Background: an optimization exercise with open tools, aiming at small area. Do not read the settings as production practice.
Only simulation tests tie the RTL to the original design; equivalence was not proved.
The clock port is modelled as an ideal driver; clocking choices that lean on that would not hold on a real chip.
No activity file was given, so power comes from the tool's default toggle rates.

## CPU
module CPU
(
    input wire CLK,
    input wire RST,
    input wire [ 7 : 0 ] INPUT,
    input wire INTR_in,
    output wire [ 7 : 0 ] imem_addr,
    input wire [ 7 : 0 ] imem_data,
    input wire [ 7 : 0 ] imem_m0,
    input wire [ 7 : 0 ] imem_m1,
    output wire [ 7 : 0 ] dmem_addr,
    output wire [ 7 : 0 ] dmem_wdata,
    output wire dmem_we,
    output wire dmem_re,
    input wire [ 7 : 0 ] dmem_rdata,
    output wire [ 7 : 0 ] OUTPUT
);
Settings: LEC_CHECK=0, CAP_MARGIN=0, CORE_MARGIN=2, CORE_UTILIZATION=40, SLEW_MARGIN=0; clock period 8.0 ns.
standard.sh (not shown) runs the stock make flow with config.mk's settings and CLKGATE_MAP_FILE= SYNTH_SCRIPT=/design/flow/synth_recipe.tcl, a recipe that flattens the netlist after the stock synthesis.
==> flow/flow/run.sh <==
#!/bin/bash
# Own layout flow. Same as the standard flow (standard.sh) except:
#  - synthesis: the standard synthesis script (synth_recipe.tcl and ORFS's
#    synth.tcl) with only the ABC mapping script replaced. Several
#    area-oriented ABC scripts (flow/m*.abc) are tried and the one giving the
#    smallest cell area is used for the layout. Registers are mapped before
#    ABC, so they keep the standard names and cell types.
#  - port buffers use sky130_fd_sc_hd__buf_1 (every port still gets one);
#  - clock-tree synthesis uses clkbuf_8 buffers and no dummy loads; after it,
#    flow/clkdown.tcl swaps clock buffers to smaller ones where the clock slew at
#    the flip-flops stays low.
# Each tool's full output stays in orfs/logs/ (cand_*/logs/ for the trial
# syntheses, clkdown.log for the clock-buffer step); make's output goes to
# make*.log.
set -euo pipefail
W=$(pwd)
R="$W/orfs/results/$FLOW_PLATFORM/CPU/base"
mk_synth() {  # $1: abc script -> $W/own_synth_<name>.tcl
  local n; n=$(basename "$1" .abc)
  sed "s|log_cmd abc {\*}\$abc_args|log_cmd abc -script $1 {*}[lrange \$abc_args 2 end]|" \
    "$FLOW_HOME/scripts/synth.tcl" > "$W/synth_$n.tcl"
  grep -q "$1" "$W/synth_$n.tcl"
  sed "s|source \$::env(SCRIPTS_DIR)/synth.tcl|source $W/synth_$n.tcl|" synth_recipe.tcl > "$W/own_synth_$n.tcl"
  grep -q "synth_$n.tcl" "$W/own_synth_$n.tcl"
}
best=""; best_area=""
for s in "$W"/flow/m*.abc; do
  n=$(basename "$s" .abc)
  mk_synth "$s"
  if make -C "$FLOW_HOME" DESIGN_CONFIG="$W/config.mk" WORK_HOME="$W/cand_$n" CLKGATE_MAP_FILE= \
       SYNTH_SCRIPT="$W/own_synth_$n.tcl" synth > "$W/make_cand_$n.log" 2>&1; then
    a=$(grep "Chip area for module" "$W/cand_$n/reports/$FLOW_PLATFORM/CPU/base/synth_stat.txt" | awk '{print $NF}')
    echo "$n $a" >> "$W/synth_candidates.txt"
    if [[ -z "$best" ]] || awk -v a="$a" -v b="$best_area" 'BEGIN{exit !(a < b)}'; then
      best=$n; best_area=$a
    fi
  fi
done
echo "chosen ${best:-standard} $best_area" >> "$W/synth_candidates.txt"
rm -rf "$W"/cand_*/objects "$W"/cand_*/results
synth_arg="SYNTH_SCRIPT=$W/synth_recipe.tcl"
if [[ -n "$best" ]]; then synth_arg="SYNTH_SCRIPT=$W/own_synth_$best.tcl"; fi
args=("$synth_arg"
  'BUFFER_PORTS_ARGS=-buffer_cell sky130_fd_sc_hd__buf_1'
  'CTS_ARGS=-sink_clustering_enable -repair_clock_nets -dont_use_dummy_load -buf_list sky130_fd_sc_hd__clkbuf_8')
bash standard.sh "${args[@]}" cts > make_cts.log 2>&1
CTS_ODB="$R/4_cts.odb" CTS_SDC="$R/4_cts.sdc" CLK_SLEW_LIMIT=0.112 \
  PLATFORM_DIR="$FLOW_HOME/platforms/$FLOW_PLATFORM" LIB_FILE="$FLOW_HOME/platforms/$FLOW_PLATFORM/lib/sky130_fd_sc_hd__tt_025C_1v80.lib" \
  openroad -no_init -exit "$W/flow/clkdown.tcl" > "$W/clkdown.log" 2>&1 || true
bash standard.sh "${args[@]}" finish > make.log 2>&1
Other scripts of this flow, unchanged in this note and not shown: flow/flow/clkdown.tcl, flow/flow/m1.abc, flow/flow/m2.abc, flow/flow/m3.abc, flow/flow/m4.abc, flow/flow/m5.abc
Then changed:
- CAP_MARGIN: 0 -> 20
- SLEW_MARGIN: 0 -> 20
- power stays flat
- die area is unchanged
- sequential share of layout area barely changes
- count of clock-buffer cells in the layout stays the same
- setup slack gains 0.020 ns
- cell count barely changes
- area after synthesis does not change
- routed wire length stays flat

==> separate check: timing with driven ports <==
The results above use ideal ports. As a check the final layouts listed here were re-extracted and re-timed, cells and wires unchanged.
Step 1 (the two cells are an assumption about what drives the block):
set clk [get_ports {CLK}]
set_driving_cell -lib_cell sky130_fd_sc_hd__clkbuf_16 $clk
set_driving_cell -lib_cell sky130_fd_sc_hd__buf_2 [delete_from_list [all_inputs] $clk]
Step 2 times the ports against the registers' clock, not the clock port: input delays grow and output delays shrink by t, the midpoint of the rising clock arrivals with the driver on.
Slacks: no drivers / after step 1 / after step 2; pairs: no drivers / after step 1.
run	t (ns)	slack for setup (ns)	hold WS [ns]	worst register clock-pin slew, ns
the first run	0.811	2.587 / 2.587 / 2.068	0.341 / 0.341 / 0.341	0.11 / 0.11
the second run	0.802	2.607 / 2.607 / 2.089	0.342 / 0.342 / 0.342	0.11 / 0.11
After both steps every run listed still meets setup and hold. For the first run, which loses most, drivers alone change the setup slack by 0.000 ns; drivers and shift together by -0.519 ns.
